Source: an optimization exercise on an open RTL-to-GDS flow (aim: small area, a short achievable clock period and few clock cycles). Production flows keep margins and buffers that such runs may drop.

## MDC
module MDC(
    clk,
    rst_n,
    in_valid,
    in_data,
    in_mode,
    out_valid,
    out_data
);
input clk, rst_n, in_valid;
input [8:0] in_mode;
input [14:0] in_data;
output reg out_valid;
output [206:0] out_data;
reg  [3:0]  cnt;        
reg         v1;         
reg  [3:0]  k1;         
reg  [14:0] raw;
reg  [8:0]  rawm;
always @(posedge clk or negedge rst_n) begin
    if (!rst_n) begin
        cnt <= 4'd0;
        v1  <= 1'b0;
    end else begin
        v1  <= in_valid;
        cnt <= in_valid ? cnt + 4'd1 : 4'd0;
    end
end
always @(posedge clk) begin
    raw <= in_data;
    k1  <= cnt;
    if (in_valid && cnt == 4'd0)
        rawm <= in_mode;
end
wire [10:0] e;
wire [4:0]  md;
HAMMING_IP #(11) dec_data (.IN_code(raw),  .OUT_code(e));
HAMMING_IP #(5)  dec_mode (.IN_code(rawm), .OUT_code(md));
reg m4, m3;
always @(posedge clk) begin
    if (v1 && k1 == 4'd0) begin
        m4 <= md[4];             
        m3 <= md[1] & ~md[4];    
    end
end
wire m2 = ~m4 & ~m3;             
reg signed [10:0] sr [1:8];
integer i;
always @(posedge clk) begin
    sr[1] <= e;
    for (i = 2; i <= 8; i = i + 1)
        sr[i] <= sr[i-1];
end
wire [3:0] r0ld = (v1 && k1[3:2] == 2'd0) ? (4'd1 << k1[1:0]) : 4'd0;
wire [44:0] DET;
wire [10:0] row0 [0:3];
assign row0[0] = DET[10:0];
assign row0[1] = DET[21:11];
assign row0[2] = DET[32:22];
assign row0[3] = DET[43:33];
function [17:0] booth;
    input [10:0] v;
    input        ng;
    reg   [12:0] t;
    integer j;
    begin
        t = {v[10], v, 1'b0};
        for (j = 0; j < 6; j = j + 1)
            booth[3*j +: 3] = {t[2*j+2] ^ ng,
                               t[2*j+1] ^ t[2*j],
                               (t[2*j+2 -: 3] == 3'b011) || (t[2*j+2 -: 3] == 3'b100)};
    end
endfunction
reg p16;
always @(posedge clk or negedge rst_n) begin
    if (!rst_n)
        p16 <= 1'b0;
    else
        p16 <= v1 & (k1 == 4'd15) & m4;
end
reg        v2, p16b;
reg  [3:0] k2;
always @(posedge clk or negedge rst_n) begin
    if (!rst_n) begin
        v2   <= 1'b0;
  ...
Size in the first run: about 6,100 cells after synthesis, ~780 flip-flops, ~58,000 µm² of cells after synthesis.
==> flow/config.mk <==
export PLATFORM = sky130hd
export DESIGN_NAME = MDC
export DESIGN_NICKNAME = MDC
export VERILOG_FILES = /design/flow/design.v
export SDC_FILE = /design/flow/constraint.sdc
export NUM_CORES = 4
export LEC_CHECK = 0
export CAP_MARGIN = 50
export CORE_MARGIN = 2
export CORE_UTILIZATION = 40
export SLEW_MARGIN = 70
==> flow/constraint.sdc <==
create_clock -name core_clock -period 13.5 [get_ports {clk}]
set_input_delay 2.7000 -clock core_clock [delete_from_list [all_inputs] [get_ports {clk}]]
set_output_delay 2.7000 -clock core_clock [all_outputs]
set_load 0.01 [all_outputs]
standard.sh (not shown) runs the stock make flow with config.mk's settings and CLKGATE_MAP_FILE= SYNTH_SCRIPT=/design/flow/synth_recipe.tcl, a recipe that flattens the netlist after the stock synthesis.
==> flow/flow/run.sh <==
#!/bin/bash
# Standard layout with a tighter internal setup target for timing repair
# (the clock period and constraints are unchanged).
set -euo pipefail
bash standard.sh SETUP_SLACK_MARGIN=9.5 SLEW_MARGIN=70 CAP_MARGIN=50 finish > standard_flow.log 2>&1
Edit:
==> flow/run.sh (new file) <==
#!/bin/bash
# synth_recipe.tcl (not shown) runs the flow's synth.tcl, then flattens the netlist and writes it again
# the make line also repeats each setting of config.mk as NAME=value (left out here)
make -C /OpenROAD-flow-scripts/flow DESIGN_CONFIG=/design/flow/config.mk WORK_HOME=/design/flow/orfs CLKGATE_MAP_FILE= SYNTH_SCRIPT=/design/flow/synth_recipe.tcl finish
removed: flow/flow/run.sh
removed: flow/standard.sh
The new run finished with timing, DRC and antenna clean.
Clock skew increases by 0.027 ns.
Maximum frequency falls by about a fifth.
Setup slack is worse by 0.86 ns.
Register-to-register slack got worse by 0.63 ns.
Die area stays the same.
Critical path depth rose by 2.
Count of clock-buffer cells in the layout rose by 7.
Cell area went down by about a fifth.
Wire length falls by roughly a tenth.
Final cell count is lower by a little under a tenth.
Function was not checked in any run of this note: the RTL went through the layout flow alone.

[re-timing with driven ports]
Ports are ideal in the flow. The routed layouts listed here were re-timed in OpenROAD. Step 1 assumes that a clkbuf_16 drives the clock port and a buf_2 every other input. Step 2 times the ports against the registers' clock, not the clock port: input delays grow and output delays shrink by t, the midpoint of the rising clock arrivals with the driver on. Three values: ideal, step 1, step 2; two values: the first two.
run	t (ns)	slack for setup (ns)	cell pins on the clock port's net
the first run	0.798	8.403 / 8.318 / 8.886	1
the second run	0.784	7.548 / 7.466 / 8.250	1
After both steps every run listed still meets setup and hold.
